What follows belongs to an exercise in optimizing a design on an open flow for small area and a short achievable clock period; a production flow would make more cautious choices. Function was checked by simulation only, so behaviour that the tests miss may differ from the original.

==> design/flow/config.mk <==
export PLATFORM = sky130hd
export DESIGN_NAME = alu
export DESIGN_NICKNAME = alu
export VERILOG_FILES = /design/flow/design.v
export SDC_FILE = /design/flow/constraint.sdc
export NUM_CORES = 4
export LEC_CHECK = 0
export CAP_MARGIN = 20
export CORE_MARGIN = 2
export CORE_UTILIZATION = 45
export SLEW_MARGIN = 20
==> design/flow/constraint.sdc <==
create_clock -name core_clock -period 9.5 [get_ports {clk}]
set_input_delay 1.9000 -clock core_clock [delete_from_list [all_inputs] [get_ports {clk}]]
set_output_delay 1.9000 -clock core_clock [all_outputs]
set_load 0.01 [all_outputs]
==> design/flow/design.v <==
module alu #(parameter DATA_WIDTH = 32, OP = 3)
(
    input wire start,
    input wire clk,
    input wire reset_n,
    input wire [DATA_WIDTH - 1 : 0] A,
    input wire [DATA_WIDTH - 1 : 0] B,
    input wire [OP - 1 : 0] op,
    output reg [DATA_WIDTH - 1 : 0] result,
    output reg done
);
  localparam AND = 3'b000;   
  localparam OR  = 3'b001;   
  localparam ADD = 3'b010;   
  localparam NOP = 3'b011;   
  localparam SUB = 3'b100;   
  localparam MUL = 3'b101;   
  localparam SLT = 3'b110;   
  reg done_reg;
  reg [DATA_WIDTH - 1 : 0] result_reg;
  always @(posedge clk or negedge reset_n) begin
    if (!reset_n) begin
      result_reg <= 32'h00000000;
    end
    else begin
      if(start) begin
        case (op)
          AND: result_reg <=  A & B;
          OR : result_reg <=  A | B;
          ADD: result_reg <=  A + B;
          SUB: result_reg <=  A - B;
          MUL: result_reg <=  A * B;
          SLT: result_reg <= (A < B) ? 32'b1 : 32'b0;
          default: result_reg <= 32'h00000000;
        endcase
      end
    end
  end
  always @(posedge clk or negedge reset_n) begin
    if(!reset_n) begin
      done_reg <= 1'b0;
    end
    else begin
      if(start && (op != NOP)) begin
        done_reg <= 1'b1;
      end
      else begin
        done_reg <= 1'b0;
      end
    end
  end
  always @(posedge clk or negedge reset_n) begin
    if (!reset_n) begin
      done <= 1'b0;
    end
    else begin
      done <= done_reg;
    end
  end
  always @(posedge clk or negedge reset_n) begin
    if (!reset_n) begin
      result <= 32'h00000000;
    end
    else begin
      result <= result_reg;
    end
  end
endmodule
==> design/flow/run.sh <==
#!/bin/bash
# synth_recipe.tcl (not shown) runs the flow's synth.tcl, then flattens the netlist and writes it again
# the make line also repeats each setting of config.mk as NAME=value (left out here)
make -C /OpenROAD-flow-scripts/flow DESIGN_CONFIG=/design/flow/config.mk WORK_HOME=/design/flow/orfs CLKGATE_MAP_FILE= SYNTH_SCRIPT=/design/flow/synth_recipe.tcl finish
==> results.yml <==
yosys:
  synth_top_cells_by_area: "sky130_fd_sc_hd__fa_1 37%, sky130_fd_sc_hd__ha_1 12%, sky130_fd_sc_hd__inv_1 7.8%"
  synth_enable_flop_cells: 0
  ys_seq_area_share_pct: 7.512
  synth_top_area_cell: "sky130_fd_sc_hd__fa_1"
  synth_commonest_cells: "457 x sky130_fd_sc_hd__inv_1, 410 x sky130_fd_sc_hd__fa_1, 384 x sky130_fd_sc_hd__nor2_1"
  synthArstFlopShare_pct: 100.0
  synth-warning-count: 1
  yosys.area.top_type_share_pct: 37.33
  yosysUniqueCellTypes: 80
  syn-instance-count: 2621
  syn-cell-area_um2: 21990
  synth_most_common_cell: "sky130_fd_sc_hd__inv_1"
  ys_ff_latch: 66
  post_synth_net_total: 3320
  synth.avg_cell_area_um2: 8.388
  dominantRegCellSynth: "sky130_fd_sc_hd__dfrtp_1"
floorplanning:
  floorplan.initialDensity_pct: 45.29
  num_io_pins: 103
  fp.coreArea_um2: 48550
  chipWidth_um: 225.0
  dieArea_um2: 50640
  vert_die_dim_um: 225.0
  placement_rows: 81
setup_path:
  regToRegStartpoint: "result_reg[31]$_DFFE_PN0P_"
  path_common_cell: "sky130_fd_sc_hd__fa_1"
  worstPathCellList: "clkdlybuf4s50_1, inv_1, buf_4, nor2_1, fa_1, fa_1, fa_1, inv_1, fa_1, inv_1, fa_1, fa_1, fa_1, fa_1, ha_1, a211oi_1, o21ai_0, a211oi_1, o31ai_1, a211o_1, and3_1, or3_1, a31oi_1, a32oi_1"
  worst-setup-path-type: "input pin to flip-flop"
  crit_family: "adder cells"
  cpMaxStageDelayCell: "sky130_fd_sc_hd__fa_1"
  startpoint_type: "input pin"
  critical_path_depth: 24
  worst_setup_path_end_kind: "flip-flop"
  worst-r2r-cell-count: 6
  worst_setup_path_startpoint: "B[5]"
  arrival_ns: 9.30
  worstPathMaxFanout: 9
  timing.critical_path.slowest_cell_delay_ns: 0.57
  data_required_time_of_the_worst_path_ns: 9.68
  setup.reg_to_reg.worst_slack_ns: 7.89
  worstPathBufferInverterCount: 5
global_route:
  grt.met3_usage_pct: 6.206
  globalRoute.busiestLayer: "met2"
  globalRouteTotalUtil_pct: 35.73
  gr-usage-met2_pct: 58.72
  grt_first_pass_wirelength_mm: 132.3
  number_of_global_route_vias_before_repair: 21080
  use_met1_pct: 45.72
  grt_start_max_net_pins: 67
  grt_antenna_before_repair: 3
  grt_remaining_overflow: 0
clocking:
  clock-sinks: 66
  cts-buffers-inserted: 9
  worst_skew_late_latency_ns: 0.35
  htreeDepth: 3
  cts.reportedPaths.clkPinSlew_ns: 0.06
  clock-root-buffer: "sky130_fd_sc_hd__clkbuf_16"
  ctsLongestPathBuffers: 2
  tritoncts: "built"
  cts_hold_buffers: 0
timing:
  worst_pin_slew_ns: 1.197
  post-route-worst-setup-slack_ns: 0.3879
  slew_viol_final: 0
  final.period_utilization_pct: 95.92
  setup-violations-final: 0
  relSlewSlack_pct: 19.94
  finalCriticalPeriod_ns: 9.112
  finalClockSkew_ns: 0.01307
  grt_setup_unrepaired: "no"
  minimum_hold_slack_ns: 0.3559
  timing_hold_violations_final: 0
  setup-tns-final_ns: 0
  max_freq_mhz: 109.7
layout:
  finalNetCount: 3484
  antenna-diode-count: 0
  areaGrowthSynthToFinish_pct: 13.82
  post_route_cell_area_um2: 25030
  post_route_cells_drive_above_1_share_pct: 8.280
  post_layout_nonfiller_instances: 3412
  flip_flop_count_of_the_largest_register_after_layout: 64
  fin_util_pct: 51.55
flow_run:
  cap_violations: 0
status:
  status: "no timing/DRC/antenna violations"
detailed_routing:
  initialDrtViolationCount: 1850
  avgRoutedWirePerCell_um: 25.74
  postRouteAntennaNets: 0
  drc: 0
  drt_pass1_iterations: 5
  routed_wirelength_mm: 87.82
  routed-via-count: 19870
  drt-vias-per-instance: 5.825
place:
  pre_cts_ws_ns: -0.1203
  placed_cells: 3396
  dpl_cell_area_um2: 24710
  place.gp.congestion: 1.030
  portBuffers: 102
  dpl.hpwl_mm: 73.63
hold_path:
  worst_hold_startpoint: "done_reg$_DFF_PN0_"
  min_path_cells: 0
  holdCritPathClass: "flip-flop to flip-flop"
## worst register-to-register path, stage by stage (launching register included)
cell and delay [ns]:
sky130_fd_sc_hd__dfrtp_1 0.40, sky130_fd_sc_hd__nor2b_1 0.17, sky130_fd_sc_hd__a221oi_1 0.28, sky130_fd_sc_hd__o221ai_1 0.17, sky130_fd_sc_hd__a21oi_1 0.15, sky130_fd_sc_hd__a31o_2 0.20, sky130_fd_sc_hd__o311ai_1 0.10
## kinds of logic (layout without fill, tap and decap cells)
group / after synthesis / in the layout / share of synthesized area, %
multiplexers: 13 / 13 / 0.6089
adder cells (fa/ha/maj): 629 / 629 / 49.80
AO/OA/AOI/OAI: 402 / 402 / 12.52
flip-flops: 66 / 66 / 7.512
buffers and inverters: 605 / 774 / 10.41
AND/OR/NAND/NOR: 810 / 810 / 15.33
XOR/XNOR: 96 / 96 / 3.824
## layout by cell type (no fill, tap or decap), drive strengths merged, types with 66 or more instances in the layout
| cell type | count |
|---|---|
| inv | 463 |
| fa | 410 |
| nor2 | 384 |
| nand2 | 289 |
| ha | 219 |
| buf | 182 |
| a21oi | 99 |
| clkdlybuf4s50 | 98 |
| o21ai | 76 |
| xnor2 | 71 |
| dfrtp | 66 |
## metal layers
layer  part of all wire (%)  wire length, µm
met2                     47            41210
met5                  0.015               13
met1                     39            34370
met3                    8.1             7100
met4                    5.8             5129
## final timing paths
path | end
min reg2reg | done$_DFF_PN0_
min in group asynchronous | result[24]$_DFF_PN0_
max | result_reg[30]$_DFFE_PN0P_
min | done$_DFF_PN0_
max in group asynchronous | result_reg[10]$_DFFE_PN0P_
max reg2reg | result_reg[31]$_DFFE_PN0P_
## final cells by class
| type | instances | area (µm²) |
|---|---|---|
| clock buffers | 12 | 256.5 |
| clock inverters | 4 | 50.05 |
| fillers | 4660 | 23520 |
| inverters | 476 | 1787 |
| multi-input cells | 1950 | 18060 |
| flip-flops and latches | 66 | 1652 |
| well taps | 622 | 778.2 |
| repair buffers | 282 | 2446 |
## what timing repair did
item,4_1_cts,5_1_grt
hold endpoints to repair,0,0
gates resized for setup,0,3
endpoints found under the setup margin,0,4
buffers inserted,0,0

[separate check: timing with driven ports]
How much do the figures lean on ideal ports? The routed layout below was timed once more, with nothing changed but the port constraints. Step 1 sets driving cells, clkbuf_16 on the clock port and buf_2 on the other inputs (assumed; they add their load-dependent delay and slew). Step 2 times the ports against the registers' clock, not the clock port: input delays grow and output delays shrink by t, the midpoint of the rising clock arrivals with the driver on. Three values: no drivers, after step 1, after step 2; two values: the first two.
t (ns): 0.378
setup WS [ns]: 0.388 / 0.389 / 0.012
worst data-port slew with drivers (ns): 0.07
After both steps setup and hold are still met in this run. For this run, drivers alone change the setup slack by +0.001 ns; drivers and shift together by -0.376 ns.
